From an optimization exercise on the open Yosys and OpenROAD flow, aimed at small area; shortcuts taken in it are not production practice.
In this exercise RTL edits were held to simulation tests only and were not proved equivalent to the original.
The clock input has no modelled driver; a real chip could not lean on it and would need a root buffer or a full tree.
Power figures rest on the tool's default switching activity, not on a simulated workload.

<file path="config.mk">
export PLATFORM = sky130hd
export DESIGN_NAME = elevator_controller
export DESIGN_NICKNAME = elevator_controller
export VERILOG_FILES = /design/flow/design.v
export SDC_FILE = /design/flow/constraint.sdc
export NUM_CORES = 4
export LEC_CHECK = 0
export CAP_MARGIN = 20
export CORE_MARGIN = 2
export CORE_UTILIZATION = 40
export SLEW_MARGIN = 20
</file>
<file path="constraint.sdc">
create_clock -name core_clock -period 10.0 [get_ports {clk}]
set_input_delay 2.0000 -clock core_clock [delete_from_list [all_inputs] [get_ports {clk}]]
set_output_delay 2.0000 -clock core_clock [all_outputs]
set_load 0.01 [all_outputs]
</file>
<file path="design.v">
module elevator_controller #(
  parameter N = 8,
  parameter NUM_CLK_DELAY = 1024
  )(
  input                    clk,     
  input                    rst_n,   
  input  [N-1:0]           button_up,
  input  [N-1:0]           button_down,
  input                    button_close,
  input                    button_open,
  input  [N-1:0]           button_select_floor,
  input  [N-1:0]           floor_sensor,
  input                    overweight_sensor,
  input                    fire_alert,
  output                   close_door,
  output                   open_door,
  output                   motor_up,
  output                   motor_down,
  output reg               direction_up,
  output reg               direction_down
);
  localparam CHECK = 2'b00, UP = 2'b01, DOWN = 2'b10, OPEN = 2'b11;
  localparam CW = $clog2(NUM_CLK_DELAY);
  reg  [1:0] state;
  reg  [2:0] floor_reg;
  reg  [CW-1:0] elapsed;
  reg           done;
  reg  [2:0] cf;
  integer i;
  always @(*) begin
    cf = floor_reg;
    for (i = 0; i < N; i = i + 1)
      if (floor_sensor[i]) cf = i;
  end
  wire [N-1:0] rq = button_select_floor | button_up | button_down;
  reg higher, lower;
  always @(*) begin
    higher = 1'b0;
    lower  = 1'b0;
    for (i = 0; i < N; i = i + 1) begin
      if (i > cf) higher = higher | rq[i];
      if (i < cf) lower  = lower  | rq[i];
    end
  end
  wire rq_c   = rq[cf];
  wire up_c   = button_up[cf];
  wire down_c = button_down[cf];
  wire up_floor   = ({1'b0, cf} == {1'b0, floor_reg} + 4'd1);
  wire down_floor = ({1'b0, cf} + 4'd1 == {1'b0, floor_reg});
  wire s_check = (state == CHECK);
  wire s_open  = (state == OPEN);
  assign motor_up   = (state == UP);
  assign motor_down = (state == DOWN);
  wire hold = overweight_sensor | button_open;
  assign close_door = s_open & ~hold & (button_close | done);
  assign open_door  = s_open & ~close_door;
  wire dec = s_open & ~hold & ~button_close & ~done;
  wire open_req = rq_c & (up_c ? ~direction_down : (~down_c | ~direction_up));
  wire init = s_check & ~fire_alert & open_req;
  reg [1:0] next_state;
  always @(*) begin
    case (state)
      CHECK:
        if (fire_alert | open_req)               next_state = OPEN;
        else if (higher & ~direction_down)       next_state = UP;
        else if (lower & ~higher & ~direction_up) next_state = DOWN;
        else                                     next_state = CHECK;
      UP:   next_state = up_floor   ? CHECK : UP;
      DOWN: next_state = down_floor ? CHECK : DOWN;
      default: next_state = close_door ? CHECK : OPEN;
    endcase
  end
  always @(posedge clk or negedge rst_n) begin
    if (~rst_n) begin
      state          <= CHECK;
      floor_reg      <= 3'd0;
      direction_up   <= 1'b0;
      direction_down <= 1'b0;
      done           <= 1'b1;
    end else begin
      state     <= next_state;
      floor_reg <= cf;
      if (up_floor) begin
        direction_up   <= (cf != N-1);
        direction_down <= 1'b0;
      end else if (down_floor) begin
        direction_up   <= 1'b0;
        direction_down <= (cf != 0);
      end else begin
        direction_up   <= direction_up & (up_c | higher);
        direction_down <= direction_down & (down_c | lower);
      end
      if (init)
        done <= 1'b0;
      else if (dec)
        done <= &elapsed;
    end
  end
  always @(posedge clk) begin
    if (init)
      elapsed <= {CW{1'b0}};
    else if (dec)
      elapsed <= elapsed + 1'b1;
  end
endmodule
</file>
<file path="run.sh">
#!/bin/bash
# synth_recipe.tcl (not shown) runs the flow's synth.tcl, then flattens the netlist and writes it again
# the make line also repeats each setting of config.mk as NAME=value (left out here)
make -C /OpenROAD-flow-scripts/flow DESIGN_CONFIG=/design/flow/config.mk WORK_HOME=/design/flow/orfs CLKGATE_MAP_FILE= SYNTH_SCRIPT=/design/flow/synth_recipe.tcl finish
</file>
==> impl_metrics.json, run 1 <==
{
  "avgRoutedWirePerCell_um": 14.6,
  "postCtsHoldBufs": 0,
  "r2r_slack_ns": 7.08,
  "drv_slew": 0,
  "hpwl_mm": 3.49,
  "dr.pass1.iters": 5,
  "finalCritPeriodShare_pct": 54.9,
  "hold_start": "elapsed[9]",
  "rsz0062_at_grt": "false",
  "die_area_um2": 4650,
  "antenna_found_initial": 0,
  "io_pins": 44,
  "run_status": "no timing/DRC/antenna violations",
  "cts_inserted_buffers": 3,
  "setup_ws_ns": 4.51,
  "hold_depth": 2,
  "grt_first_pass_wirelength_mm": 7.17,
  "final_cell_area_um2": 2190,
  "drive_above_1_share_pct": 14.5,
  "dr_wl_met3_um": 172,
  "row_count": 23,
  "crit_slowest_cell": "clkdlybuf4s50_1",
  "cp_top_family": "buffers and inverters",
  "hold_end": "elapsed[9]",
  "cts_sinks": 18,
  "largest_reg_flops": 10,
  "port_buffers": 43,
  "period_needed_ns": 5.49,
  "core_um2": 3970,
  "ys_dominant_reg_cell": "dfxtp_1",
  "overflow": 0,
  "worstMarginPinSlew_ns": 1.02,
  "finish.net_count": 287,
  "r2r_cells": 11,
  "syn_nets": 241,
  "root_buffer": "clkbuf_8",
  "holdWs_ns": 0.526,
  "power_leakage_uw": 0.000800,
  "crit_path_max_incr_delay_ns": 0.52,
  "h-tree-depth": 1,
  "hold_viol_final": 0,
  "grt_pass1_vias": 1617,
  "async_reset_ff_share_pct": 44.4,
  "critical_path_buf_inv_count": 3,
  "startpoint_type": "primary input",
  "place_area_um2": 2120,
  "syn2layout_area_growth_pct": 32.8,
  "die_h_um": 68.2,
  "finalPower_uw": 279,
  "drv_cap": 0,
  "dr_wl_met2_mm": 2.02,
  "synth-edff-count": 0,
  "critPathMaxFanout": 3,
  "routed_wl_mm": 4.26,
  "yosys_warnings": 1,
  "highest_layer": "met4",
  "ys_ff_latch": 18,
  "cp.required_ns": 8.00,
  "grt_use_total_pct": 20.0,
  "fin_skew_ns": 0.000699,
  "avgViaCountPerCell": 5.68,
  "seq_area_frac_synth_pct": 24.4,
  "synth_top_area_share_pct": 12.2,
  "clk_path_buf_depth": 2,
  "gp_congestion": 0.825,
  "r2r_start": "floor_reg[1]",
  "rr_endpoint": "direction_up",
  "startpoint": "button_close",
  "worstSetupPathType": "primary input to output pin",
  "clk_latency_ns": 0.25,
  "synth.avg_cell_area_um2": 8.36,
  "drt_iter0_markers": 117,
  "die_w_um": 68.2,
  "hold_path.class": "register to register",
  "clk_pin_slew_ns": 0.07,
  "initial_core_util_pct": 41.5,
  "drc": 0,
  "p_per_area_nw_per_um2": 128,
  "crit_chain": "clkdlybuf4s50_1, nor2_1, nor4_1, or2_2, inv_1, clkdlybuf4s50_1",
  "crit_top_cell": "clkdlybuf4s50_1",
  "via_count": 1658,
  "synth.most_common_cell": "nor2_1",
  "netlist_top_cells_count": "nor2_1, inv_1, nand2_1, nor3_1, o21ai_0",
  "cts_setup_buffers": 0,
  "cts-resized-gates": 0,
  "pre_cts_ws_ns": 4.54,
  "setup-violations-final": 0,
  "synth_area_um2": 1650,
  "synth_cell_types": 63,
  "grt_max_degree": 12,
  "cts_tree": "built",
  "netlist_instances": 197,
  "synth_top_cell_by_area": "dfxtp_1",
  "vdd_drop_max_v": 0.000134,
  "synthTopCellsByArea": "dfxtp_1, dfrtp_1, ha_1",
  "antenna_cells": 0,
  "cp_data_arrival_time_ns": 3.49,
  "end_kind": "output pin",
  "antenna_left": 0,
  "drt-met1-wl_mm": 2.04,
  "maxSlewHeadroom_pct": 31.0,
  "fmax_ghz": 0.182,
  "finalSetupTns_ns": 0
}
[cell usage in the layout (no fill, tap or decap), drive strengths merged, types with 4 or more instances in the layout]
cell / netlist / final
o22ai: 8 / 8
xor2: 8 / 8
o21ai: 12 / 12
nand3: 6 / 6
dfrtp: 7 / 7
ha: 6 / 6
inv: 14 / 14
nand2: 13 / 13
xnor2: 6 / 6
clkbuf: 0 / 4
nor3: 12 / 12
nor2: 28 / 28
dfxtp: 10 / 10
a21oi: 8 / 8
clkdlybuf4s50: 0 / 43
[tightest hold or removal path: cells and delay by family, from the launching register on]
family	cells	cell delay (ns)
DFF	1	0.34
xor gates and xnor gates	1	0.07
and+or+nand+nor	1	0.07
[cells by family (layout without fill, tap and decap cells)]
| family | Yosys count | in the layout | synth area share [%] |
|---|---|---|---|
| adders and majority gates | 6 | 6 | 4.56 |
| DFF | 18 | 18 | 24.4 |
| muxes | 5 | 5 | 3.42 |
| buffers and inverters | 16 | 61 | 4.33 |
| AOI/OAI and AO/OA | 59 | 59 | 28.6 |
| xor gates and xnor gates | 14 | 14 | 7.45 |
| and+or+nand+nor | 79 | 79 | 27.3 |
[how the worst max path moves through the flow]
stage | slack [ns] | to | cells after the start
6_report | 4.51 | open_door | 6
5_1_grt | 4.41 | open_door | 6
4_1_cts | 4.52 | open_door | 6
3_5_place_dp | 4.54 | open_door | 6
3_3_place_gp | 4.51 | open_door | 6
2_1_floorplan | 5.23 | open_door | 3
[routing by layer]
layer / vias to the layer above / global-route usage (%)
met2: 60 / 33.6
met4: 0 / 4.75
met1: 771 / 27.2
met5: - / 0
li1: 823 / -
met3: 4 / 2.63
[layout make-up]
cell class / count / area, um2
flip-flops and latches: 18 / 402
inverters: 14 / 52.6
multi-input cells: 163 / 1180
fillers: 369 / 1780
repair buffers: 43 / 430
well taps: 50 / 62.6
clock buffers: 4 / 55.1
[power breakdown]
part | switching, uW | internal, uW | total [uW]
clock network | 24.3 | 35.0 | 59.3
registers | 14.4 | 84.5 | 98.9
logic | 58.2 | 62.8 | 121
total | 96.9 | 182 | 279
[through the flow]
| step | util [%] | instances |
|---|---|---|
| floorplan | - | 197 |
| global placement | 53.4 | 288 |
| detailed placement | 53.4 | 288 |
| CTS | 54.8 | 292 |
| global route | 55.1 | 292 |
| finish | 55.1 | 292 |
==> run 2, diff against run 1 <==
--- a/config.mk
+++ b/config.mk
@@ -5,6 +5,7 @@
 export SDC_FILE = /design/flow/constraint.sdc
 export NUM_CORES = 4
 export LEC_CHECK = 0
+export ABC_AREA = 1
 export CAP_MARGIN = 20
 export CORE_MARGIN = 2
 export CORE_UTILIZATION = 40
==> impl_metrics.json, run 2 <==
{
  "port_buffers": 43,
  "core_um2": 4060,
  "synth-edff-count": 0,
  "fmax_ghz": 0.185,
  "placed_cells": 361,
  "row_count": 23,
  "die_h_um": 69.2,
  "avgViaCountPerCell": 4.71,
  "finalSetupTns_ns": 0,
  "finish.net_count": 360,
  "dr.pass1.iters": 4,
  "maxSlewHeadroom_pct": 66.7,
  "hold_depth": 4,
  "p_per_area_nw_per_um2": 142,
  "cts_setup_buffers": 0,
  "end_kind": "output pin",
  "critPathMaxFanout": 3,
  "layout_common_cells": "nand2_1, inv_1, clkdlybuf4s50_1",
  "root_buffer": "clkbuf_8",
  "synth.most_common_cell": "nand2_1",
  "crit_path_max_incr_delay_ns": 0.57,
  "synth_top_area_share_pct": 15.5,
  "postCtsHoldBufs": 0,
  "synthTopCellsByArea": "nand2_1, inv_1, dfxtp_1",
  "cp_data_arrival_time_ns": 3.41,
  "antenna_left": 0,
  "finalCritPeriodShare_pct": 54.1,
  "syn_nets": 317,
  "cts_sinks": 18,
  "synth.avg_cell_area_um2": 6.22,
  "vdd_drop_max_v": 0.0000849,
  "drive_above_1_share_pct": 7.62,
  "io_pins": 44,
  "crit_chain": "clkdlybuf4s50_1, nor3_2, inv_1, nor2_1, nor2_1, clkdlybuf4s50_1",
  "r2r_start": "floor_reg[0]",
  "die_w_um": 69.2,
  "worstMarginPinSlew_ns": 0.498,
  "ys_dominant_reg_cell": "dfxtp_1",
  "yosys_warnings": 1,
  "startpoint_type": "primary input",
  "clk_pin_slew_ns": 0.07,
  "synth_cell_types": 31,
  "rr_endpoint": "state[1]",
  "drv_cap": 0,
  "cts_inserted_buffers": 3,
  "ys_ff_latch": 18,
  "fillers": 403,
  "cp.required_ns": 8.00,
  "cts_tree": "built",
  "power_leakage_uw": 0.00109,
  "hold_viol_final": 0,
  "initial_core_util_pct": 41.9,
  "setup-violations-final": 0,
  "netlist_top_cells_count": "nand2_1, inv_1, nand3_1",
  "syn2layout_area_growth_pct": 29.5,
  "clk_path_buf_depth": 2,
  "via_count": 1719,
  "rsz0062_at_grt": "false",
  "stdcell_count": 365,
  "die_area_um2": 4790,
  "largest_reg_flops": 10,
  "antenna_found_initial": 0,
  "drv_slew": 0,
  "routed_wl_mm": 4.05,
  "cp_top_family": "buffers and inverters",
  "hold_path.class": "register to register",
  "r2r_slack_ns": 7.18,
  "gp_congestion": 0.780,
  "holdWs_ns": 0.502,
  "antenna_cells": 0,
  "cts-resized-gates": 0,
  "grt_pass1_vias": 1587,
  "hold_start": "elapsed[9]",
  "clk_latency_ns": 0.25,
  "netlist_instances": 273,
  "grt_first_pass_wirelength_mm": 7.04,
  "run_status": "no timing/DRC/antenna violations",
  "synth_top_cell_by_area": "nand2_1",
  "h-tree-depth": 1,
  "avgRoutedWirePerCell_um": 11.1,
  "final_common_cell": "nand2_1",
  "critical_path_buf_inv_count": 3,
  "drt_iter0_markers": 94,
  "fin_skew_ns": 0.00595,
  "period_needed_ns": 5.41,
  "r2r_cells": 19,
  "overflow": 0,
  "synth_area_um2": 1700,
  "seq_area_frac_synth_pct": 23.6,
  "crit_slowest_cell": "clkdlybuf4s50_1",
  "hpwl_mm": 3.28,
  "grt_max_degree": 20,
  "drc": 0,
  "worstSetupPathType": "primary input to output pin",
  "hold_end": "done",
  "async_reset_ff_share_pct": 44.4,
  "grt_use_total_pct": 17.5
}
## run 2: cell types whose count changed in the layout (fill, tap and decap cells not counted), sizes merged, moves of 4 or more
cell   delta
nand3    +23
nand2    +60
nand4     +9
a21oi     +4
o22ai     -8
inv      +43
o21ai     -7
## run 2: worst max path at each step
| stage | to | depth (start not counted) | slack (ns) | start |
|---|---|---|---|---|
| final | open_door | 6 | 4.59 | overweight_sensor |
| after CTS | open_door | 6 | 4.58 | overweight_sensor |
| after detailed placement | open_door | 6 | 4.58 | overweight_sensor |
| after floorplan | open_door | 4 | 5.44 | button_open |
| after global placement | open_door | 6 | 4.61 | overweight_sensor |
| after global routing | open_door | 6 | 4.50 | button_open |
## run 2: per-stage QoR
step / cell area, um2 / worst slack [ns] / util (%) / total power, uW
global placement: 2150 / 4.61 / 52.9 / 258
finish: 2200 / 4.59 / 54.2 / 313
CTS: 2200 / 4.58 / 54.2 / 316
detailed placement: 2150 / 4.58 / 52.9 / 256
floorplan: 1700 / 5.44 / - / 204
global route: 2200 / 4.50 / 54.2 / 341
## run 2: kinds of logic after synthesis
family	count (synthesis)	share of synthesized area [%]
xor+xnor	14	7.22
fa+ha+maj	6	4.42
compound gates	20	7.44
buf+inv	62	15.3
simple gates	153	42.0
flops	18	23.6
## run 2: worst register-to-register path: stages (launching register included)
cell	delay, ns
dfrtp_1	0.42
nand2_1	0.08
nand2_1	0.05
nand2_1	0.05
nand2_1	0.05
nand2_1	0.05
nand2_1	0.07
nand2_1	0.30
nand2_2	0.33
ha_1	0.32
ha_1	0.20
or2_2	0.30
nand2_1	0.07
inv_1	0.04
nand3_1	0.09
nor2_1	0.07
nand3_1	0.06
nand3_1	0.08
nand2_1	0.06
nand2_1	0.04
## run 2: cell type report
cell class	instances	area, um2	share of cell area (%)
multi-input cells	193	1040	47.1
repair buffers	43	430	19.6
flip-flops and latches	18	402	18.2
inverters	57	214	9.72
well taps	50	62.6	2.84
clock buffers	4	55.1	2.50
## run 2: per-layer routing
| layer | vias up | track usage, % | routed length [um] |
|---|---|---|---|
| li1 | 934 | - | - |
| met1 | 749 | 25.0 | 2110 |
| met2 | 32 | 28.0 | 1730 |
| met3 | 4 | 3.34 | 176 |
| met4 | 0 | 2.61 | 27 |
| met5 | - | 0 | 0 |
## run 2: power by group
group	internal (uW)	total, uW	switching [uW]	leakage [uW]
clock	35.0	58.7	23.7	0.0000288
sequential	96.1	115	18.5	0.000170
combinational	65.8	140	74.1	0.000886
total	197	313	116	0.00109
==> run 3, diff against run 2 <==
--- a/config.mk
+++ b/config.mk
@@ -8,5 +8,7 @@
 export ABC_AREA = 1
 export CAP_MARGIN = 20
 export CORE_MARGIN = 2
-export CORE_UTILIZATION = 40
+export CORE_UTILIZATION = 70
+export CTS_BUF_LIST = sky130_fd_sc_hd__clkbuf_1 sky130_fd_sc_hd__clkbuf_2
+export PLACE_DENSITY = 0.8
 export SLEW_MARGIN = 20
==> impl_metrics.json, run 3 <==
{
  "synth-edff-count": 0,
  "synth_area_um2": 1700,
  "die_h_um": 53.3,
  "ys_ff_latch": 18,
  "async_reset_ff_share_pct": 44.4,
  "synth_cell_types": 31,
  "stop_stage": "global placement (3_3_place_gp)",
  "row_count": 17,
  "die_w_um": 53.3,
  "syn_nets": 317,
  "synth.most_common_cell": "nand2_1",
  "yosys_warnings": 1,
  "synth_top_cell_by_area": "nand2_1",
  "ys_dominant_reg_cell": "dfxtp_1",
  "synth_top_area_share_pct": 15.5,
  "synthTopCellsByArea": "nand2_1, inv_1, dfxtp_1",
  "netlist_instances": 273,
  "seq_area_frac_synth_pct": 23.6,
  "port_buffers": 43,
  "io_pins": 44,
  "netlist_top_cells_count": "nand2_1, inv_1, nand3_1",
  "synth.avg_cell_area_um2": 6.22,
  "initial_core_util_pct": 75.4,
  "stop_error": "[ERROR GPL-0301] Utilization 104.407 % exceeds 100%.",
  "run_status": "stopped before the end"
}
[run 3: cell counts after synthesis]
No cell type changed its count.
[run 3: logic make-up after synthesis]
group,share of synthesized area [%]
XOR/XNOR,7.22
adder cells (fa/ha/maj),4.42
flip-flops,23.6
buffers and inverters,15.3
AO/OA/AOI/OAI,7.44
AND/OR/NAND/NOR,42.0
==> run 4, diff against run 3 <==
==> flow/run.sh (new file) <==
#!/bin/bash
# Own layout flow: the standard ORFS flow, with three changes:
#  - synthesis maps logic with an area-oriented ABC script (flow/abc.script)
#  - port buffers use the smallest buffer cell
#  - clock tree built from small clock buffers
set -euo pipefail
W=$PWD
rm -rf "$W/scripts"
cp -r "$FLOW_HOME/scripts" "$W/scripts"
cp "$W/flow/abc.script" "$W/scripts/abc_speed.script"
CTS="-sink_clustering_enable -repair_clock_nets -buf_list {sky130_fd_sc_hd__clkbuf_2 sky130_fd_sc_hd__clkbuf_4} -root_buf sky130_fd_sc_hd__clkbuf_4 -dont_use_dummy_load"
bash standard.sh "SCRIPTS_DIR=$W/scripts" \
  "BUFFER_PORTS_ARGS=-buffer_cell sky130_fd_sc_hd__buf_1" \
  "CTS_ARGS=$CTS" finish > "$W/flow.log" 2>&1
==> flow/abc.script (new file) <==
strash
&get -n
&deepsyn -T 30
&put
&get -n
&nf -R 1000
&put
==> standard.sh (new file) <==
#!/bin/bash
# synth_recipe.tcl (not shown) runs the flow's synth.tcl, then flattens the netlist and writes it again
# the make line also repeats each setting of config.mk as NAME=value (left out here)
make -C /OpenROAD-flow-scripts/flow DESIGN_CONFIG=/design/flow/config.mk WORK_HOME=/design/flow/orfs CLKGATE_MAP_FILE= SYNTH_SCRIPT=/design/flow/synth_recipe.tcl "${@:-finish}"
==> config.mk (replaced) <==
export PLATFORM = sky130hd
export DESIGN_NAME = elevator_controller
export DESIGN_NICKNAME = elevator_controller
export VERILOG_FILES = /design/flow/design.v
export SDC_FILE = /design/flow/constraint.sdc
export NUM_CORES = 4
export LEC_CHECK = 0
export CAP_MARGIN = 20
export CORE_MARGIN = 2
export CORE_UTILIZATION = 40
export SLEW_MARGIN = 20
removed: run.sh
==> impl_metrics.json, run 4 <==
{
  "finalCritPeriodShare_pct": 47.1,
  "antenna_cells": 0,
  "root_buffer": "clkbuf_4",
  "synth_cell_types": 37,
  "finalSetupTns_ns": 0,
  "die_area_um2": 3590,
  "initial_core_util_pct": 41.7,
  "use_met3_pct": 4.33,
  "port_buffers": 43,
  "grt_pass1_vias": 1194,
  "grt_max_degree": 12,
  "drc": 0,
  "synth.avg_cell_area_um2": 8.02,
  "antenna_found_initial": 0,
  "vdd_drop_max_v": 0.000143,
  "clk_path_buf_depth": 2,
  "hpwl_mm": 2.60,
  "die_h_um": 59.9,
  "drive_above_1_share_pct": 3.43,
  "clk_pin_slew_ns": 0.10,
  "gp_congestion": 0.910,
  "async_reset_ff_share_pct": 44.4,
  "drv_slew": 0,
  "hold_path.class": "register to register",
  "finish.net_count": 250,
  "cts-resized-gates": 0,
  "netlist_top_cells_count": "nor2_1, nor3_1, nand2_1",
  "critPathMaxFanout": 3,
  "synthTopCellsByArea": "dfxtp_1, dfrtp_1, nor2_1",
  "critical_path_buf_inv_count": 2,
  "drv_cap": 0,
  "die_w_um": 59.9,
  "final_common_cell": "buf_1",
  "worstMarginPinSlew_ns": 0.893,
  "syn_nets": 200,
  "core_um2": 3000,
  "grt_use_total_pct": 18.7,
  "top_usage_layer": "met2",
  "setup-violations-final": 0,
  "cts_sinks": 18,
  "drt_iter0_markers": 60,
  "synth_top_cell_by_area": "dfxtp_1",
  "avgViaCountPerCell": 5.57,
  "synth.most_common_cell": "nor2_1",
  "grt_first_pass_wirelength_mm": 5.16,
  "netlist_instances": 156,
  "crit_top_cell": "buf_1",
  "syn2layout_area_growth_pct": 19.2,
  "fmax_ghz": 0.212,
  "hold_depth": 2,
  "synth_area_um2": 1250,
  "end_kind": "output pin",
  "place_area_um2": 1470,
  "routed_wl_mm": 3.15,
  "synth-edff-count": 0,
  "hold_viol_final": 0,
  "r2r_start": "floor_reg[0]",
  "run_status": "no timing/DRC/antenna violations",
  "r2r_cells": 16,
  "ys_ff_latch": 18,
  "dr.pass1.iters": 4,
  "maxSlewHeadroom_pct": 39.6,
  "cts_inserted_buffers": 3,
  "postLayoutCoreUtil_pct": 49.7,
  "via_count": 1319,
  "startpoint": "button_open",
  "worstSetupPathType": "primary input to output pin",
  "synth_top_area_share_pct": 16.0,
  "overflow": 0,
  "period_needed_ns": 4.71,
  "avgRoutedWirePerCell_um": 13.3,
  "grt.met2_usage_pct": 28.0,
  "yosys_warnings": 1,
  "fillers": 307,
  "seq_area_frac_synth_pct": 32.1,
  "io_pins": 44,
  "power_leakage_uw": 0.000558,
  "crit_slowest_cell": "nor4_1",
  "antenna_left": 0,
  "layout_common_cells": "buf_1, nor2_1, nor3_1",
  "crit_path_max_incr_delay_ns": 0.35,
  "p_per_area_nw_per_um2": 142,
  "row_count": 20,
  "final_cell_area_um2": 1490,
  "cp_data_arrival_time_ns": 2.71,
  "cp.required_ns": 8.00,
  "postCtsHoldBufs": 0,
  "met1_usage_pct": 27.5,
  "h-tree-depth": 1,
  "cts_setup_buffers": 0,
  "cp_top_family": "simple AND/OR/NAND/NOR gates",
  "cp.depth": 4,
  "fin_skew_ns": 0.00153,
  "hold_start": "elapsed[9]",
  "crit_chain": "buf_1, nor4_1, nor2_1, buf_1",
  "largest_reg_flops": 10,
  "clk_latency_ns": 0.28,
  "startpoint_type": "primary input",
  "rsz0062_at_grt": "false",
  "cts_tree": "built",
  "ys_dominant_reg_cell": "dfxtp_1"
}
## run 4: path summary, 6_finish.rpt
path                            slack (ns)             end
worst max-delay path                  5.29       open_door
worst min-delay path                  0.52      elapsed[9]
worst max register to register        6.97        state[0]
worst min register to register        0.52      elapsed[9]
max in group asynchronous             8.02            done
min in group asynchronous             1.63  direction_down
## run 4: cells by family after synthesis
group | share of synthesized area (%)
xor+xnor | 6.30
simple gates | 28.2
fa+ha+maj | 6.00
flops | 32.1
compound gates | 19.1
mux | 6.20
buf+inv | 2.10
## run 4: layer usage
layer / up-vias / wire length (um)
met5: - / 0
met4: 0 / 0
met3: 0 / 250
met2: 52 / 1330
met1: 592 / 1570
li1: 675 / -
## run 4: stage by stage
| step | setup slack [ns] | instances | hold WS (ns) | total power, uW |
|---|---|---|---|---|
| 2_1_floorplan | 4.92 | 156 | 0.478 | 149 |
| 3_3_place_gp | 5.27 | 234 | 0.497 | 175 |
| 3_5_place_dp | 5.25 | 234 | 0.502 | 176 |
| 4_1_cts | 5.28 | 237 | 0.527 | 213 |
| 5_1_grt | 5.23 | 237 | 0.560 | 227 |
| 6_report | 5.29 | 237 | 0.522 | 211 |
## run 4: final cells by class
type                    instances  area (um2)  share of cell area (%)
clock buffers                   3        22.5                    1.51
inverters                       7        26.3                    1.76
multi-input cells             131         823                    55.2
flip-flops and latches         18         402                    26.9
well taps                      33        41.3                    2.77
repair buffers                 45         176                    11.8
## run 4: where the power goes
part           leakage [uW]  total [uW]  internal, uW  switching, uW
Combinational      0.000374        78.5          34.6           43.9
Clock             0.0000138        35.7          14.0           21.7
Sequential         0.000170        96.9          84.3           12.7
Total              0.000558         211           133           78.3
## run 4: worst reg2reg max path: cells and delay by family (launching register included)
family | cells | cell delay [ns]
AND/OR/NAND/NOR | 8 | 1.13
AO/OA/AOI/OAI | 7 | 1.12
flip-flops | 1 | 0.44
buffers and inverters | 1 | 0.26
==> run 5, diff against run 4 <==
==> flow/run.sh (replaced) <==
#!/bin/bash
# Own layout flow: the standard ORFS flow (standard.sh), with these changes:
#  - synthesis maps logic with an area-oriented ABC script (flow/abc.script)
#    and without the half/full-adder extraction step
#  - port buffers use the smallest buffer cell
#  - the clock tree uses small clock buffers and no dummy loads
# Each tool's full output goes to the ORFS logs under orfs/logs; make's own
# output goes to flow.log.
set -euo pipefail
W=$PWD
rm -rf "$W/scripts"
cp -r "$FLOW_HOME/scripts" "$W/scripts"
cp "$W/flow/abc.script" "$W/scripts/abc_speed.script"
CTS="-sink_clustering_enable -repair_clock_nets -buf_list {sky130_fd_sc_hd__clkbuf_2 sky130_fd_sc_hd__clkbuf_4} -root_buf sky130_fd_sc_hd__clkbuf_4 -sink_clustering_size 30 -sink_clustering_max_diameter 200 -dont_use_dummy_load"
bash standard.sh "SCRIPTS_DIR=$W/scripts" "ADDER_MAP_FILE=" \
  "BUFFER_PORTS_ARGS=-buffer_cell sky130_fd_sc_hd__buf_1" \
  "CTS_ARGS=$CTS" finish > "$W/flow.log" 2>&1
==> flow/abc.script (replaced) <==
strash
&get -n
&deepsyn -T 60
&put
&get -n
&dch -f
&nf -R 1000
&put
--- a/config.mk
+++ b/config.mk
@@ -8,4 +8,5 @@
 export CAP_MARGIN = 20
 export CORE_MARGIN = 2
 export CORE_UTILIZATION = 40
+export GPL_TIMING_DRIVEN = 0
 export SLEW_MARGIN = 20
==> impl_metrics.json, run 5 <==
{
  "cp_data_arrival_time_ns": 2.83,
  "worstMarginPinSlew_ns": 0.766,
  "largest_reg_flops": 10,
  "grt_use_total_pct": 18.3,
  "p_per_area_nw_per_um2": 140,
  "netlist_instances": 160,
  "h-tree-depth": 1,
  "port_buffers": 43,
  "r2r_start": "floor_reg[1]",
  "power_switching_share_pct": 36.8,
  "cts_inserted_buffers": 3,
  "initial_core_util_pct": 42.1,
  "hpwl_mm": 2.48,
  "synthAdderAreaFrac_pct": 0,
  "via_count": 1352,
  "synth_top_cell_by_area": "dfxtp_1",
  "grt_pass1_vias": 1254,
  "clk_pin_slew_ns": 0.09,
  "rsz0062_at_grt": "false",
  "drv_cap": 0,
  "fmax_ghz": 0.207,
  "hold_depth": 2,
  "dr.pass1.iters": 4,
  "netlist_top_cells_count": "nor2_1, nand2_1, nor3_1",
  "core_um2": 2760,
  "synth-edff-count": 0,
  "switching_power_uw": 72.1,
  "p_clk_share_pct": 17.0,
  "hold_start": "elapsed[8]",
  "synth_xor_area_share_pct": 3.77,
  "fillers": 298,
  "setup-violations-final": 0,
  "setup_ws_ns": 5.17,
  "seqCellArea_um2": 402,
  "yosys_warnings": 1,
  "finish.net_count": 247,
  "power_leakage_uw": 0.000513,
  "cp.required_ns": 8.00,
  "synth_area_um2": 1160,
  "avgRoutedWirePerCell_um": 12.7,
  "pre_cts_ws_ns": 4.89,
  "antenna_cells": 0,
  "cts_tree": "built",
  "grt_first_pass_wirelength_mm": 4.91,
  "antenna_found_initial": 0,
  "seq_area_frac_synth_pct": 34.6,
  "synth_mux_area_share_pct": 0,
  "finalCritPeriodShare_pct": 48.3,
  "synth-simple-area-share_pct": 36.6,
  "hold_path.class": "register to register",
  "internal-power_uw": 124,
  "synth_top_family_by_area": "simple AND/OR/NAND/NOR gates",
  "clk_path_buf_depth": 2,
  "comb_power_share_pct": 34.6,
  "run_status": "no timing/DRC/antenna violations",
  "synth_cell_types": 31,
  "multi_input_area_um2": 747,
  "rr_endpoint": "elapsed[5]",
  "overflow": 0,
  "synthTopCellsByArea": "dfxtp_1, dfrtp_1, nor2_1",
  "drive_above_1_share_pct": 2.90,
  "syn2layout_area_growth_pct": 20.2,
  "grt_max_degree": 12,
  "startpoint_type": "primary input",
  "sequentialPowerShare_pct": 48.4,
  "routed_wl_mm": 3.01,
  "final_common_cell": "buf_1",
  "die_area_um2": 3350,
  "row_count": 19,
  "fin_skew_ns": 0.00181,
  "postCtsHoldBufs": 0,
  "worstSetupPathType": "primary input to output pin",
  "syn_nets": 198,
  "cts_setup_buffers": 0,
  "async_reset_ff_share_pct": 44.4,
  "io_pins": 44,
  "synth_compound_area_share_pct": 23.4,
  "critPathMaxFanout": 3,
  "hold_viol_final": 0,
  "period_needed_ns": 4.83,
  "r2r_cells": 12,
  "hold_end": "elapsed[8]",
  "drt_iter0_markers": 92,
  "synth_top_area_share_pct": 17.2,
  "avgViaCountPerCell": 5.68,
  "r2r_slack_ns": 6.77,
  "drv_slew": 0,
  "synth.avg_cell_area_um2": 7.26,
  "die_h_um": 57.9,
  "vdd_drop_max_v": 0.0000992,
  "maxSlewHeadroom_pct": 48.5,
  "antenna_left": 0,
  "root_buffer": "clkbuf_4",
  "drc": 0,
  "finalSetupTns_ns": 0,
  "die_w_um": 57.9,
  "clk_latency_ns": 0.27,
  "cts-resized-gates": 0,
  "cts_sinks": 18,
  "ys_dominant_reg_cell": "dfxtp_1",
  "layout_common_cells": "buf_1, nor2_1, nand2_1, nor3_1, a21oi_1",
  "synth.most_common_cell": "nor2_1",
  "gp_congestion": 0.855,
  "end_kind": "output pin",
  "ys_ff_latch": 18
}
[run 5: power groups by stage]
stage,Clock [uW],Combinational [uW],Sequential (uW)
after floorplan,0,44.0,93.6
after global placement,0,65.0,94.4
after detailed placement,0,67.7,96.1
after CTS,34.9,68.1,94.5
after global routing,38.4,78.1,96.1
final,33.2,67.7,94.8
[run 5: worst max-delay path by stage]
stage                          startpoint    endpoint  slack [ns]  cells past startpoint
final                         button_open   open_door        5.17                      5
after global routing      floor_sensor[2]  elapsed[6]        4.80                     14
after CTS                     button_open   open_door        5.16                      5
after detailed placement  floor_sensor[2]  elapsed[5]        4.89                     14
after global placement    floor_sensor[2]  elapsed[6]        4.21                     13
after floorplan              button_close   open_door        5.16                      4
[run 5: per-layer routing]
| layer | part of all wire [%] | GRT usage [%] |
|---|---|---|
| met4 | 1.9 | 5.98 |
| met5 | 0 | 0 |
| met3 | 4.6 | 2.46 |
| met1 | 43 | 21.1 |
| met2 | 50 | 34.6 |
[run 5: kinds of logic (layout without fill, tap and decap cells)]
kind of cell,Yosys count,count (layout)
AOI/OAI and AO/OA,40,40
xor gates and xnor gates,5,5
buffers and inverters,5,52
DFF,18,18
and+or+nand+nor,92,92
[run 5: per-stage QoR]
stage                     power, uW  std cells  hold WS (ns)  util (%)  area, um2
after floorplan                 138        160         0.465         -       1160
after global placement          159        234         0.474      49.4       1360
after detailed placement        164        235         0.485      49.8       1370
after CTS                       197        238         0.497      50.6       1400
after global routing            213        238         0.518      50.6       1400
final                           196        238         0.494      50.6       1400
[run 5: final cells by class]
type,instances,share of cell area (%)
Tap cell,31,2.78
Multi-Input combinational cell,137,53.5
Sequential cell,18,28.8
Timing Repair Buffer,44,11.9
Inverter,5,1.35
Clock buffer,3,1.61
[run 5: critical path: stages]
cell and delay [ns]:
buf_1 0.08, nor4_1 0.33, or2_0 0.22, clkinv_1 0.07, buf_1 0.12
==> run 6, diff against run 5 <==
--- a/design.v
+++ b/design.v
@@ -54,7 +54,7 @@
   wire hold = overweight_sensor | button_open;
   assign close_door = s_open & ~hold & (button_close | done);
   assign open_door  = s_open & ~close_door;
-  wire dec = s_open & ~hold & ~button_close & ~done;
+  wire inc = s_open & ~hold & ~button_close;
   wire open_req = rq_c & (up_c ? ~direction_down : (~down_c | ~direction_up));
   wire init = s_check & ~fire_alert & open_req;
   reg [1:0] next_state;
@@ -90,16 +90,13 @@
         direction_up   <= direction_up & (up_c | higher);
         direction_down <= direction_down & (down_c | lower);
       end
-      if (init)
-        done <= 1'b0;
-      else if (dec)
-        done <= &elapsed;
+      done <= ~init & (done | (inc & (&elapsed)));
     end
   end
   always @(posedge clk) begin
     if (init)
       elapsed <= {CW{1'b0}};
-    else if (dec)
+    else if (inc)
       elapsed <= elapsed + 1'b1;
   end
 endmodule
==> flow/abc.script (replaced) <==
strash
&get -n
&deepsyn -T 60
&put
&get -n
&dch -f
&nf -R 1000 -p
&put
--- a/config.mk
+++ b/config.mk
@@ -5,8 +5,8 @@
 export SDC_FILE = /design/flow/constraint.sdc
 export NUM_CORES = 4
 export LEC_CHECK = 0
-export CAP_MARGIN = 20
+export CAP_MARGIN = 0
 export CORE_MARGIN = 2
 export CORE_UTILIZATION = 40
 export GPL_TIMING_DRIVEN = 0
-export SLEW_MARGIN = 20
+export SLEW_MARGIN = 0
==> impl_metrics.json, run 6 <==
{
  "run_status": "no timing/DRC/antenna violations",
  "largest_reg_flops": 10,
  "yosys_warnings": 1,
  "crit_top_cell": "o22a_1",
  "netlist_top_cells_count": "nor2_1, nor3_1, nand2_1",
  "cts_sinks": 18,
  "via_count": 1265,
  "cp.required_ns": 10.17,
  "gp_congestion": 0.896,
  "worstSetupPathType": "primary input to register",
  "root_buffer": "clkbuf_4",
  "grt_pass1_vias": 1111,
  "core_um2": 2730,
  "crit_chain": "buf_1, nor2_1, a21boi_0, or3_1, and2_0, clkinv_1, nand2_1, o22a_1, o221ai_1, o22a_1, or4b_1, o2111ai_1, nor2b_1, o31ai_1, a221o_1",
  "clk_path_buf_depth": 2,
  "antenna_left": 0,
  "finalPower_uw": 203,
  "ys_dominant_reg_cell": "dfxtp_1",
  "die_h_um": 57.3,
  "startpoint_type": "primary input",
  "cp_top_family": "simple AND/OR/NAND/NOR gates",
  "grt_first_pass_wirelength_mm": 4.68,
  "drt_iter0_markers": 43,
  "setup-violations-final": 0,
  "drive_above_1_share_pct": 2.55,
  "placed_cells": 224,
  "power_leakage_uw": 0.000485,
  "grt_use_total_pct": 17.8,
  "synth_top_cell_by_area": "dfxtp_1",
  "seq_area_frac_synth_pct": 35.4,
  "end_kind": "register",
  "finish.net_count": 236,
  "initial_core_util_pct": 41.5,
  "dr.pass1.iters": 4,
  "period_needed_ns": 5.13,
  "drv_slew": 0,
  "worstMarginPinSlew_ns": 0.987,
  "cts_inserted_buffers": 3,
  "postCtsHoldBufs": 0,
  "netlist_instances": 150,
  "row_count": 19,
  "hold_path.class": "register to register",
  "ys_ff_latch": 18,
  "vdd_drop_max_v": 0.000111,
  "avgViaCountPerCell": 5.57,
  "antenna_cells": 0,
  "hold_viol_final": 0,
  "drv_cap": 0,
  "hpwl_mm": 2.37,
  "h-tree-depth": 1,
  "maxSlewHeadroom_pct": 33.6,
  "grt_max_degree": 12,
  "clk_latency_ns": 0.29,
  "critical_path_buf_inv_count": 2,
  "die_w_um": 57.3,
  "cts-resized-gates": 0,
  "async_reset_ff_share_pct": 44.4,
  "overflow": 0,
  "synthTopCellsByArea": "dfxtp_1, dfrtp_1, nor2_1",
  "finalCritPeriodShare_pct": 51.3,
  "stdcell_count": 227,
  "routed_wl_mm": 2.94,
  "cts_tree": "built",
  "drc": 0,
  "clk_pin_slew_ns": 0.10,
  "p_per_area_nw_per_um2": 149,
  "antenna_found_initial": 0,
  "cts_setup_buffers": 0,
  "layout_common_cells": "buf_1, nor2_1, nor3_1",
  "synth_area_um2": 1130,
  "avgRoutedWirePerCell_um": 13.0,
  "die_area_um2": 3280,
  "synth.avg_cell_area_um2": 7.57,
  "io_pins": 44,
  "rsz0062_at_grt": "false",
  "crit_path_max_incr_delay_ns": 0.52,
  "cp_data_arrival_time_ns": 5.30,
  "synth.most_common_cell": "nor2_1",
  "critPathMaxFanout": 11,
  "synth_top_area_share_pct": 17.6,
  "syn2layout_area_growth_pct": 20.2,
  "syn_nets": 188,
  "synth-edff-count": 0,
  "holdWs_ns": 0.491,
  "fmax_ghz": 0.195,
  "fin_skew_ns": 0.00799,
  "finalSetupTns_ns": 0,
  "final_common_cell": "buf_1",
  "crit_slowest_cell": "or4b_1",
  "port_buffers": 43,
  "synth_cell_types": 34
}
## run 6: final timing paths
check	startpoint	endpoint	slack, ns	cells past startpoint
worst max-delay path	floor_sensor[2]	state[1]	4.87	15
worst min-delay path	elapsed[0]	elapsed[0]	0.49	2
worst max register to register	floor_reg[1]	state[1]	6.43	13
worst min register to register	elapsed[0]	elapsed[0]	0.49	2
max in group asynchronous	rst_n	done	8.03	1
min in group asynchronous	rst_n	floor_reg[0]	1.62	1
## run 6: cell families (layout without fill, tap and decap cells)
group	after synthesis	count (layout)	synth area share (%)
DFF	18	18	35.4
xor gates and xnor gates	7	7	5.40
buffers and inverters	4	50	1.32
and+or+nand+nor	81	81	34.5
muxes	1	1	0.882
AOI/OAI and AO/OA	39	39	22.5
## run 6: layer usage
metal / track usage (%) / vias to the layer above / wire length, um
met5: 0 / - / 0
met4: 4.98 / 0 / 11
met3: 2.04 / 2 / 139
met2: 28.6 / 28 / 1310
met1: 25.5 / 573 / 1480
li1: - / 662 / -
## run 6: power breakdown
part           switching (uW)  internal, uW  total (uW)
Sequential               11.2          84.3        95.5
Clock                    21.3          14.0        35.2
Combinational            42.1          30.5        72.6
Total                    74.6           129         203
## run 6: layout make-up
class                           instances  area (um2)
Timing Repair Buffer                   43         161
Sequential cell                        18         402
Clock buffer                            3        22.5
Tap cell                               31        38.8
Inverter                                4        15.0
Multi-Input combinational cell        128         724
Fill cell                             280        1370
## run 6: metrics by stage
stage	utilization [%]	cell area, um2	setup WS, ns
5_1_grt	49.9	1360	4.55
2_1_floorplan	-	1130	5.15
3_3_place_gp	48.8	1340	4.29
3_5_place_dp	49.1	1340	4.60
6_report	49.9	1360	4.87
4_1_cts	49.9	1360	4.90
## run 6: worst reg2reg max path: stages (launching register included)
cell and delay (ns):
dfrtp_1 0.40, a21boi_0 0.23, or3_1 0.16, and2_0 0.29, clkinv_1 0.20, nand2_1 0.36
o22a_1 0.20, o221ai_1 0.11, o22a_1 0.23, or4b_1 0.52, o2111ai_1 0.13, nor2b_1 0.20
o31ai_1 0.09, a221o_1 0.34
==> run 7, diff against run 6 <==
--- a/config.mk
+++ b/config.mk
@@ -5,8 +5,8 @@
 export SDC_FILE = /design/flow/constraint.sdc
 export NUM_CORES = 4
 export LEC_CHECK = 0
-export CAP_MARGIN = 0
+export CAP_MARGIN = 20
 export CORE_MARGIN = 2
-export CORE_UTILIZATION = 40
+export CORE_UTILIZATION = 25
 export GPL_TIMING_DRIVEN = 0
-export SLEW_MARGIN = 0
+export SLEW_MARGIN = 20
==> impl_metrics.json, run 7 <==
{
  "vdd_drop_max_v": 0.0000659,
  "die_h_um": 71.3,
  "clk_latency_ns": 0.29,
  "r2r_start": "floor_reg[0]",
  "synthAdderAreaFrac_pct": 0,
  "synth-simple-area-share_pct": 33.6,
  "avgViaCountPerCell": 4.94,
  "port_buffers": 43,
  "via_count": 1245,
  "cts-resized-gates": 0,
  "maxSlewHeadroom_pct": 46.8,
  "synth_xor_area_share_pct": 3.87,
  "clk_pin_slew_ns": 0.09,
  "finish.net_count": 240,
  "drv_slew": 0,
  "finalCritPeriodShare_pct": 48.4,
  "root_buffer": "clkbuf_4",
  "cts_inserted_buffers": 3,
  "synth_cell_types": 30,
  "synth_area_um2": 1130,
  "gp_congestion": 0.885,
  "cp_data_arrival_time_ns": 2.84,
  "fin_skew_ns": 0.00144,
  "synth-edff-count": 0,
  "hold_start": "elapsed[0]",
  "routed_wl_mm": 2.95,
  "grt_first_pass_wirelength_mm": 4.87,
  "overflow": 0,
  "sequentialPowerShare_pct": 50.3,
  "antenna_left": 0,
  "syn2layout_area_growth_pct": 23.2,
  "cts_setup_buffers": 0,
  "grt_pass1_vias": 1140,
  "h-tree-depth": 1,
  "io_pins": 44,
  "antenna_found_initial": 0,
  "cp.required_ns": 8.00,
  "netlist_top_cells_count": "nor2_1, nor3_1, nand2_1",
  "fillers": 476,
  "setup-violations-final": 0,
  "synth_top_family_by_area": "simple AND/OR/NAND/NOR gates",
  "netlist_instances": 153,
  "power_switching_share_pct": 35.8,
  "worstSetupPathType": "primary input to output pin",
  "cts_tree": "built",
  "hpwl_mm": 2.44,
  "die_w_um": 71.3,
  "seq_area_frac_synth_pct": 35.5,
  "switching_power_uw": 69.9,
  "synth_top_cell_by_area": "dfxtp_1",
  "initial_core_util_pct": 26.0,
  "avgRoutedWirePerCell_um": 11.7,
  "grt_use_total_pct": 11.8,
  "rsz0062_at_grt": "false",
  "p_per_area_nw_per_um2": 140,
  "synthTopCellsByArea": "dfxtp_1, dfrtp_1, nor2_1",
  "synth.most_common_cell": "nor2_1",
  "placed_cells": 249,
  "critPathMaxFanout": 4,
  "multi_input_area_um2": 714,
  "largest_reg_flops": 10,
  "ys_ff_latch": 18,
  "hold_viol_final": 0,
  "postCtsHoldBufs": 0,
  "clk_path_buf_depth": 2,
  "hold_path.class": "register to register",
  "startpoint_type": "primary input",
  "grt_max_degree": 10,
  "die_area_um2": 5080,
  "synth_compound_area_share_pct": 20.3,
  "end_kind": "output pin",
  "dr.pass1.iters": 4,
  "syn_nets": 191,
  "comb_power_share_pct": 31.8,
  "final_common_cell": "buf_1",
  "antenna_cells": 0,
  "drive_above_1_share_pct": 3.50,
  "core_um2": 4350,
  "p_clk_share_pct": 17.9,
  "drc": 0,
  "seqCellArea_um2": 402,
  "cts_sinks": 18,
  "synth.avg_cell_area_um2": 7.40,
  "fmax_ghz": 0.207,
  "layout_common_cells": "buf_1, nor2_1, nor3_1",
  "drt_iter0_markers": 37,
  "stdcell_count": 252,
  "run_status": "no timing/DRC/antenna violations",
  "period_needed_ns": 4.84,
  "drv_cap": 0,
  "worstMarginPinSlew_ns": 0.792,
  "synth_top_area_share_pct": 17.7,
  "internal-power_uw": 126,
  "yosys_warnings": 1,
  "power_leakage_uw": 0.000499,
  "ys_dominant_reg_cell": "dfxtp_1",
  "async_reset_ff_share_pct": 44.4,
  "startpoint": "button_open",
  "row_count": 24,
  "finalSetupTns_ns": 0,
  "synth_mux_area_share_pct": 4.75
}
run 7: final cells by class:
class	count	share of cell area [%]
Multi-Input combinational cell	129	51.2
Sequential cell	18	28.8
Timing Repair Buffer	44	12.1
Tap cell	52	4.66
Clock buffer	3	1.61
Inverter	6	1.61
run 7: path summary, 6_finish.rpt:
kind | cells past startpoint | endpoint | slack, ns
min in group asynchronous | 1 | state[0] | 1.59
worst max-delay path | 6 | open_door | 5.16
worst min register to register | 2 | elapsed[0] | 0.49
worst max register to register | 15 | elapsed[5] | 6.64
max in group asynchronous | 1 | done | 8.09
worst min-delay path | 2 | elapsed[0] | 0.49
run 7: metal layers:
metal / up-vias / part of all wire (%) / global-route usage (%) / wire length [um]
li1: 649 / - / - / -
met4: 0 / 1.2 / 2.52 / 35
met2: 30 / 47 / 19.7 / 1400
met1: 562 / 46 / 15.2 / 1370
met3: 4 / 5.0 / 3.38 / 148
met5: - / 0 / 0 / 0
run 7: power groups by stage:
stage | registers (uW) | logic [uW] | clock network [uW]
floorplan | 96.3 | 41.1 | 0
global placement | 99.2 | 60.5 | 0
detailed placement | 99.8 | 62.7 | 0
CTS | 98.3 | 63.1 | 36.4
global route | 101 | 70.5 | 39.2
finish | 98.4 | 62.3 | 34.9
run 7: critical path, stage by stage:
cell	delay, ns
buf_1	0.07
nor2_1	0.10
nand3_1	0.10
o21bai_1	0.24
and3_1	0.21
buf_1	0.12
run 7: cell families (layout without fill, tap and decap cells):
| kind of cell | Yosys count | in the layout |
|---|---|---|
| AO/OA/AOI/OAI | 36 | 36 |
| XOR/XNOR | 5 | 5 |
| buffers and inverters | 6 | 53 |
| flip-flops | 18 | 18 |
| multiplexers | 4 | 4 |
| AND/OR/NAND/NOR | 84 | 84 |
run 7: stage by stage:
stage          cell area [um2]  total power (uW)  worst slack, ns  utilization, %  hold WS (ns)
2_1_floorplan             1130               137             5.20               -         0.465
3_3_place_gp              1360               160             4.11            31.2         0.473
3_5_place_dp              1370               163             4.85            31.5         0.482
4_1_cts                   1400               198             5.14            32.0         0.500
5_1_grt                   1400               210             4.77            32.0         0.514
6_report                  1400               196             5.16            32.0         0.492
==> run 8, diff against run 7 <==
==> flow/run.sh (replaced) <==
#!/bin/bash
# Own layout flow: the standard ORFS flow (standard.sh), with these changes:
#  - synthesis maps logic with an area-oriented ABC script (flow/abc.script)
#    and without the half/full-adder extraction step
#  - port buffers use the smallest buffer cell
#  - the clock tree is one clock buffer driving all flip-flops
#    (flow/post_cts.tcl collapses the tree CTS builds)
# Each tool's full output goes to the ORFS logs under orfs/logs; make's own
# output goes to flow.log.
set -euo pipefail
W=$PWD
rm -rf "$W/scripts"
cp -r "$FLOW_HOME/scripts" "$W/scripts"
cp "$W/flow/abc.script" "$W/scripts/abc_speed.script"
CTS="-sink_clustering_enable -repair_clock_nets -buf_list {sky130_fd_sc_hd__clkbuf_4} -root_buf sky130_fd_sc_hd__clkbuf_4 -dont_use_dummy_load"
bash standard.sh "SCRIPTS_DIR=$W/scripts" "ADDER_MAP_FILE=" \
  "BUFFER_PORTS_ARGS=-buffer_cell sky130_fd_sc_hd__buf_1" \
  "CTS_ARGS=$CTS" "POST_CTS_TCL=$W/flow/post_cts.tcl" \
  "POST_CTS_ROOT_CELL=sky130_fd_sc_hd__clkbuf_4" finish > "$W/flow.log" 2>&1
==> flow/post_cts.tcl (new file) <==
# Collapse the clock tree that CTS built (a root buffer feeding a few leaf
# buffers) into the root buffer alone, driving every flip-flop directly.
# Every flip-flop still gets its clock through the same single buffer.
set block [ord::get_db_block]
set clk_port_net [$block findNet clk]
set root ""
foreach it [$clk_port_net getITerms] {
  if { [[$it getMTerm] getIoType] == "INPUT" } {
    set inst [$it getInst]
    if { [string match "sky130_fd_sc_hd__clkbuf_*" [[$inst getMaster] getName]] } {
      if { $root != "" } { puts "post_cts: more than one buffer on clk, leaving the tree"; set root "x" }
      if { $root == "" } { set root $inst }
    }
  }
}
if { $root != "" && $root != "x" } {
  set rnet [[$root findITerm X] getNet]
  set leaves {}
  foreach it [$rnet getITerms] {
    set inst [$it getInst]
    if { $inst == $root } { continue }
    if { [string match "sky130_fd_sc_hd__clkbuf_*" [[$inst getMaster] getName]] } {
      lappend leaves $inst
    }
  }
  foreach leaf $leaves {
    set lnet [[$leaf findITerm X] getNet]
    set sinks {}
    foreach it [$lnet getITerms] {
      if { [$it getInst] != $leaf } { lappend sinks $it }
    }
    foreach it $sinks {
      $it disconnect
      $it connect $rnet
    }
    puts "post_cts: removed [$leaf getName], moved [llength $sinks] sinks to [$rnet getName]"
    odb::dbInst_destroy $leaf
    odb::dbNet_destroy $lnet
  }
  replace_cell $root $::env(POST_CTS_ROOT_CELL)
  detailed_placement
  check_placement -verbose
  estimate_parasitics -placement
  report_clock_skew
  report_checks -path_delay min_max
}
--- a/config.mk
+++ b/config.mk
@@ -7,6 +7,6 @@
 export LEC_CHECK = 0
 export CAP_MARGIN = 20
 export CORE_MARGIN = 2
-export CORE_UTILIZATION = 25
+export CORE_UTILIZATION = 40
 export GPL_TIMING_DRIVEN = 0
 export SLEW_MARGIN = 20
==> impl_metrics.json, run 8 <==
{
  "synth_top_cell_by_area": "dfxtp_1",
  "synth-edff-count": 0,
  "port_buffers": 43,
  "synth_xor_area_share_pct": 3.87,
  "synthTopCellsByArea": "dfxtp_1, dfrtp_1, nor2_1",
  "yosys_warnings": 1,
  "pre_cts_ws_ns": 4.96,
  "run_status": "stopped before the end",
  "netlist_instances": 153,
  "syn_nets": 191,
  "initial_core_util_pct": 41.4,
  "cts_sinks": 18,
  "die_h_um": 57.2,
  "ys_dominant_reg_cell": "dfxtp_1",
  "synth_cell_types": 30,
  "stop_stage": "clock tree synthesis (4_1_cts)",
  "synth-simple-area-share_pct": 33.6,
  "hpwl_mm": 2.35,
  "async_reset_ff_share_pct": 44.4,
  "synth_top_area_share_pct": 17.7,
  "synthAdderAreaFrac_pct": 0,
  "place_area_um2": 1340,
  "netlist_top_cells_count": "nor2_1, nor3_1, nand2_1",
  "synth.most_common_cell": "nor2_1",
  "synth_top_family_by_area": "simple AND/OR/NAND/NOR gates",
  "seq_area_frac_synth_pct": 35.5,
  "row_count": 19,
  "die_w_um": 57.2,
  "gp_congestion": 0.863,
  "ys_ff_latch": 18,
  "synth_compound_area_share_pct": 20.3,
  "synth.avg_cell_area_um2": 7.40,
  "synth_area_um2": 1130,
  "synth_mux_area_share_pct": 4.75,
  "io_pins": 44,
  "stop_error": "[ERROR STA-0124] instance type 'odb__dbInst' is not an instance."
}
run 8: cell counts after synthesis:
No cell type changed its count.
run 8: worst max path at each step:
| stage | start | slack (ns) | endpoint | depth (start not counted) |
|---|---|---|---|---|
| detailed placement | floor_sensor[0] | 4.96 | elapsed[5] | 17 |
| global placement | floor_sensor[0] | 4.23 | elapsed[6] | 16 |
| floorplan | floor_sensor[0] | 5.20 | elapsed[1] | 15 |
run 8: cells by family after synthesis:
kind of cell,after synthesis
compound gates,36
flops,18
xor+xnor,5
simple gates,84
mux,4
buf+inv,6
run 8: through the flow:
step,std cells,power [uW]
detailed placement,228,161
global placement,227,158
floorplan,153,137
run 8: power by group through the flow:
stage / Sequential, uW / Combinational (uW) / Clock [uW]
floorplan: 96.3 / 41.1 / 0
global placement: 97.9 / 59.9 / 0
detailed placement: 99.6 / 61.7 / 0
==> run 9, diff against run 8 <==
--- a/flow/run.sh
+++ b/flow/run.sh
@@ -16,4 +16,4 @@
 bash standard.sh "SCRIPTS_DIR=$W/scripts" "ADDER_MAP_FILE=" \
   "BUFFER_PORTS_ARGS=-buffer_cell sky130_fd_sc_hd__buf_1" \
   "CTS_ARGS=$CTS" "POST_CTS_TCL=$W/flow/post_cts.tcl" \
-  "POST_CTS_ROOT_CELL=sky130_fd_sc_hd__clkbuf_4" finish > "$W/flow.log" 2>&1
+  "POST_CTS_ROOT_CELL=sky130_fd_sc_hd__clkbuf_8" finish > "$W/flow.log" 2>&1
--- a/flow/post_cts.tcl
+++ b/flow/post_cts.tcl
@@ -37,7 +37,9 @@
     odb::dbInst_destroy $leaf
     odb::dbNet_destroy $lnet
   }
-  replace_cell $root $::env(POST_CTS_ROOT_CELL)
+  if { [[$root getMaster] getName] != $::env(POST_CTS_ROOT_CELL) } {
+    replace_cell [$root getName] $::env(POST_CTS_ROOT_CELL)
+  }
   detailed_placement
   check_placement -verbose
   estimate_parasitics -placement
--- a/config.mk
+++ b/config.mk
@@ -7,6 +7,6 @@
 export LEC_CHECK = 0
 export CAP_MARGIN = 20
 export CORE_MARGIN = 2
-export CORE_UTILIZATION = 40
+export CORE_UTILIZATION = 25
 export GPL_TIMING_DRIVEN = 0
 export SLEW_MARGIN = 20
==> impl_metrics.json, run 9 <==
{
  "run_status": "no timing/DRC/antenna violations",
  "grt_max_degree": 19,
  "seq_area_frac_synth_pct": 35.5,
  "synth_area_um2": 1130,
  "largest_reg_flops": 10,
  "cp_data_arrival_time_ns": 4.99,
  "ys_ff_latch": 18,
  "p_clk_share_pct": 14.7,
  "sequentialPowerShare_pct": 52.2,
  "rsz0062_at_grt": "false",
  "drc": 0,
  "finalPower_uw": 188,
  "fmax_ghz": 0.203,
  "crit_chain": "buf_1, clkinv_1, a21oi_1, nor2_1, nor2_1, nor2_1, nor2_1, nor2_1, nor2_1, clkinv_1, nand2_1, a21oi_1, a221oi_1, o21ai_0, nor4_2, buf_4, nor3_1",
  "core_um2": 4350,
  "hpwl_mm": 2.44,
  "drv_slew": 0,
  "hold_viol_final": 0,
  "antenna_cells": 0,
  "die_w_um": 71.3,
  "maxSlewHeadroom_pct": 50.5,
  "synth_top_area_share_pct": 17.7,
  "netlist_instances": 153,
  "die_area_um2": 5080,
  "crit_path_max_incr_delay_ns": 0.39,
  "drt_iter0_markers": 100,
  "end_kind": "register",
  "antenna_found_initial": 0,
  "syn2layout_area_growth_pct": 22.4,
  "grt_use_total_pct": 12.8,
  "port_buffers": 43,
  "synth_top_cell_by_area": "dfxtp_1",
  "period_needed_ns": 4.93,
  "dr.pass1.iters": 5,
  "syn_nets": 191,
  "io_pins": 44,
  "clk_pin_slew_ns": 0.11,
  "power_leakage_uw": 0.000492,
  "synth-edff-count": 0,
  "synthTopCellsByArea": "dfxtp_1, dfrtp_1, nor2_1",
  "synth.most_common_cell": "nor2_1",
  "internal-power_uw": 121,
  "critPathMaxFanout": 8,
  "startpoint_type": "primary input",
  "crit_slowest_cell": "nor2_1",
  "comb_power_share_pct": 33.1,
  "power_switching_share_pct": 35.8,
  "routed_wl_mm": 2.95,
  "worstSetupPathType": "primary input to register",
  "synth.avg_cell_area_um2": 7.40,
  "final_common_cell": "buf_1",
  "avgRoutedWirePerCell_um": 11.8,
  "hold_path.class": "register to register",
  "drive_above_1_share_pct": 2.53,
  "p_per_area_nw_per_um2": 136,
  "yosys_warnings": 1,
  "netlist_top_cells_count": "nor2_1, nor3_1, nand2_1",
  "finalCritPeriodShare_pct": 49.3,
  "row_count": 24,
  "vdd_drop_max_v": 0.0000381,
  "grt_first_pass_wirelength_mm": 4.85,
  "worstMarginPinSlew_ns": 0.737,
  "critical_path_buf_inv_count": 4,
  "finish.net_count": 238,
  "crit_top_cell": "nor2_1",
  "via_count": 1256,
  "cp_top_family": "simple AND/OR/NAND/NOR gates",
  "cts_sinks": 18,
  "gp_congestion": 0.885,
  "synth_cell_types": 30,
  "overflow": 0,
  "antenna_left": 0,
  "async_reset_ff_share_pct": 44.4,
  "grt_pass1_vias": 1124,
  "initial_core_util_pct": 26.0,
  "r2r_slack_ns": 6.65,
  "fin_skew_ns": 0.00122,
  "setup-violations-final": 0,
  "cp.required_ns": 10.06,
  "layout_common_cells": "buf_1, nor2_1, nor3_1",
  "drv_cap": 0,
  "switching_power_uw": 67.3,
  "die_h_um": 71.3,
  "avgViaCountPerCell": 5.02,
  "finalSetupTns_ns": 0,
  "clk_latency_ns": 0.16,
  "ys_dominant_reg_cell": "dfxtp_1"
}
## run 9: cell counts after synthesis
Identical to the previous run, type by type.
## run 9: metrics by stage
step / cell area (um2) / worst slack [ns] / hold slack [ns] / instances / utilization (%)
after detailed placement: 1370 / 4.85 / 0.482 / 249 / 31.5
final: 1390 / 5.07 / 0.495 / 250 / 31.8
after floorplan: 1130 / 5.20 / 0.465 / 153 / -
after global placement: 1360 / 4.11 / 0.473 / 248 / 31.2
after global routing: 1390 / 4.65 / 0.516 / 250 / 31.8
## run 9: metal layers
metal  wire length, um  GRT usage [%]  part of all wire (%)
met1              1350           18.3                    46
met3               169           2.11                   5.7
met2              1400           21.0                    48
met4                27           1.26                  0.92
met5                 0              0                     0
## run 9: worst reg2reg max path, stage by stage, from the launching register on
cell and delay (ns):
dfrtp_1 0.42, a21oi_1 0.13, nor2_1 0.05, nor2_1 0.09, nor2_1 0.05, nor2_1 0.34, nor2_1 0.07, nor2_1 0.39
clkinv_1 0.33, nand2_1 0.16, a21oi_1 0.10, a221oi_1 0.28, o21ai_0 0.18, nor4_2 0.36, buf_4 0.24, nor3_1 0.06
## run 9: logic make-up (layout without fill, tap and decap cells)
| group | count (synthesis) | count (layout) | synth area share, % |
|---|---|---|---|
| AOI/OAI and AO/OA | 36 | 36 | 20.3 |
| muxes | 4 | 4 | 4.75 |
| buffers and inverters | 6 | 51 | 1.99 |
| xor gates and xnor gates | 5 | 5 | 3.87 |
| DFF | 18 | 18 | 35.5 |
| and+or+nand+nor | 84 | 84 | 33.6 |
## run 9: power by group through the flow
stage | clock, uW | sequential [uW] | combinational [uW]
floorplan | 0 | 96.3 | 41.1
global route | 31.8 | 101 | 70.5
detailed placement | 0 | 99.8 | 62.7
finish | 27.7 | 98.3 | 62.3
global placement | 0 | 99.2 | 60.5
## run 9: final timing paths
check / from / to / depth (start not counted)
max: floor_sensor[0] / elapsed[5] / 17
min: elapsed[0] / elapsed[0] / 2
max reg2reg: floor_reg[0] / elapsed[5] / 15
min reg2reg: elapsed[0] / elapsed[0] / 2
max in group asynchronous: rst_n / done / 1
min in group asynchronous: rst_n / state[0] / 1
## run 9: layout make-up
| class | instances | area [um2] |
|---|---|---|
| multi-input combinational | 129 | 714 |
| timing repair buffer | 44 | 169 |
| inverter | 6 | 22.5 |
| tap | 52 | 65.1 |
| fill | 479 | 2970 |
| sequential | 18 | 402 |
| clock buffer | 1 | 13.8 |
==> run 10, diff against run 9 <==
--- a/config.mk
+++ b/config.mk
@@ -5,8 +5,8 @@
 export SDC_FILE = /design/flow/constraint.sdc
 export NUM_CORES = 4
 export LEC_CHECK = 0
-export CAP_MARGIN = 20
+export CAP_MARGIN = 0
 export CORE_MARGIN = 2
 export CORE_UTILIZATION = 25
 export GPL_TIMING_DRIVEN = 0
-export SLEW_MARGIN = 20
+export SLEW_MARGIN = 0
==> impl_metrics.json, run 10 <==
{
  "run_status": "no timing/DRC/antenna violations",
  "hpwl_mm": 2.43,
  "yosys_warnings": 1,
  "finish.net_count": 237,
  "power_leakage_uw": 0.000487,
  "comb_power_share_pct": 32.9,
  "startpoint_type": "primary input",
  "cp_data_arrival_time_ns": 5.14,
  "antenna_found_initial": 0,
  "cp.required_ns": 10.02,
  "rsz0062_at_grt": "false",
  "synthAdderAreaFrac_pct": 0,
  "synth_mux_area_share_pct": 4.75,
  "grt_use_total_pct": 12.7,
  "synth_top_area_share_pct": 17.7,
  "core_um2": 4350,
  "drv_slew": 0,
  "synth_top_cell_by_area": "dfxtp_1",
  "hold_path.class": "register to register",
  "r2r_slack_ns": 6.46,
  "avgRoutedWirePerCell_um": 11.6,
  "async_reset_ff_share_pct": 44.4,
  "port_buffers": 43,
  "power_switching_share_pct": 35.6,
  "drive_above_1_share_pct": 2.03,
  "synth-simple-area-share_pct": 33.6,
  "layout_common_cells": "buf_1, nor2_1, nor3_1",
  "crit_path_end": "elapsed[7]",
  "synth_top_family_by_area": "simple AND/OR/NAND/NOR gates",
  "holdWs_ns": 0.496,
  "place_area_um2": 1370,
  "synth.most_common_cell": "nor2_1",
  "fmax_ghz": 0.195,
  "finalCritPeriodShare_pct": 51.2,
  "synth_compound_area_share_pct": 20.3,
  "syn2layout_area_growth_pct": 21.8,
  "sequentialPowerShare_pct": 52.6,
  "drv_cap": 0,
  "overflow": 0,
  "worstSetupPathType": "primary input to register",
  "vdd_drop_max_v": 0.0000411,
  "netlist_instances": 153,
  "ys_ff_latch": 18,
  "seqCellArea_um2": 402,
  "r2r_cells": 14,
  "synth_area_um2": 1130,
  "antenna_left": 0,
  "grt_first_pass_wirelength_mm": 4.85,
  "clk_pin_slew_ns": 0.11,
  "cts_sinks": 18,
  "r2r_start": "floor_reg[0]",
  "final_cell_area_um2": 1380,
  "grt_pass1_vias": 1138,
  "die_area_um2": 5080,
  "fillers": 472,
  "synth.avg_cell_area_um2": 7.40,
  "initial_core_util_pct": 26.0,
  "row_count": 24,
  "rr_endpoint": "elapsed[7]",
  "synth_cell_types": 30,
  "syn_nets": 191,
  "routed_wl_mm": 2.89,
  "finalSetupTns_ns": 0,
  "internal-power_uw": 120,
  "period_needed_ns": 5.12,
  "placed_cells": 248,
  "hold_viol_final": 0,
  "p_per_area_nw_per_um2": 135,
  "antenna_cells": 0,
  "maxSlewHeadroom_pct": 36.8,
  "critPathMaxFanout": 11,
  "via_count": 1246,
  "p_clk_share_pct": 14.5,
  "dr.pass1.iters": 5,
  "multi_input_area_um2": 714,
  "synthTopCellsByArea": "dfxtp_1, dfrtp_1, nor2_1",
  "drc": 0,
  "end_kind": "register",
  "synth_xor_area_share_pct": 3.87,
  "largest_reg_flops": 10,
  "synth-edff-count": 0,
  "die_w_um": 71.3,
  "worstMarginPinSlew_ns": 0.940,
  "clk_latency_ns": 0.16,
  "netlist_top_cells_count": "nor2_1, nor3_1, nand2_1",
  "grt_max_degree": 19,
  "fin_skew_ns": 0.00227,
  "ys_dominant_reg_cell": "dfxtp_1",
  "seq_area_frac_synth_pct": 35.5,
  "avgViaCountPerCell": 5.00,
  "drt_iter0_markers": 81,
  "switching_power_uw": 66.4,
  "startpoint": "floor_sensor[0]",
  "gp_congestion": 0.885,
  "stdcell_count": 249,
  "io_pins": 44,
  "final_common_cell": "buf_1",
  "setup-violations-final": 0,
  "die_h_um": 71.3
}
## run 10: cell counts after synthesis
Identical to the previous run, type by type.
## run 10: area by class of cell
| type | instances | share of cell area [%] |
|---|---|---|
| timing repair buffer | 43 | 11.7 |
| multi-input combinational | 129 | 51.8 |
| inverter | 6 | 1.63 |
| sequential | 18 | 29.1 |
| clock buffer | 1 | 0.998 |
| tap | 52 | 4.72 |
## run 10: worst min-delay path by stage
stage                     cells after the start         end  slack [ns]       start
after floorplan                               2  elapsed[5]        0.46  elapsed[5]
final                                         2  elapsed[8]        0.50  elapsed[8]
after global routing                          2  elapsed[8]        0.51  elapsed[8]
after detailed placement                      2  elapsed[8]        0.48  elapsed[8]
after global placement                        2  elapsed[5]        0.47  elapsed[5]
## run 10: worst max-delay path, cell delays in order
cell      delay [ns]
buf_1           0.10
clkinv_1        0.06
a21oi_1         0.14
nor2_1          0.05
nor2_1          0.09
nor2_1          0.05
nor2_1          0.32
nor2_1          0.07
nor2_1          0.39
clkinv_1        0.33
nand2_1         0.16
a21oi_1         0.10
a221oi_1        0.28
o21ai_0         0.17
nor4_2          0.73
nor3_1          0.11
## run 10: logic make-up (layout without fill, tap and decap cells)
family	Yosys count	in the layout
flops	18	18
mux	4	4
simple gates	84	84
buf+inv	6	50
compound gates	36	36
xor+xnor	5	5
## run 10: stage by stage
stage	util (%)	power, uW	worst slack [ns]
3_3_place_gp	31.2	160	4.11
5_1_grt	31.7	202	4.31
2_1_floorplan	-	137	5.20
3_5_place_dp	31.4	162	4.61
6_report	31.7	187	4.88
## run 10: power groups by stage
stage / clock network [uW] / logic, uW / registers [uW]
floorplan: 0 / 41.1 / 96.3
global placement: 0 / 60.5 / 99.2
detailed placement: 0 / 62.0 / 100
global route: 31.4 / 70.0 / 101
finish: 27.1 / 61.4 / 98.2
## run 10: metal layers
layer,wire [um],track usage (%),share of wire (%),vias to the layer above
met5,0,0,0,-
met4,46,1.89,1.6,0
met1,1300,17.1,45,561
li1,-,-,-,643
met3,175,2.67,6.1,7
met2,1370,21.5,47,35

Check on run 10: ideal ports give 4.876 ns setup slack; a clkbuf_16 on the clock port and buf_2 on the inputs give 4.873 ns; moving port delays by the midpoint clock arrival (0.182 ns) as well gives 4.691 ns.
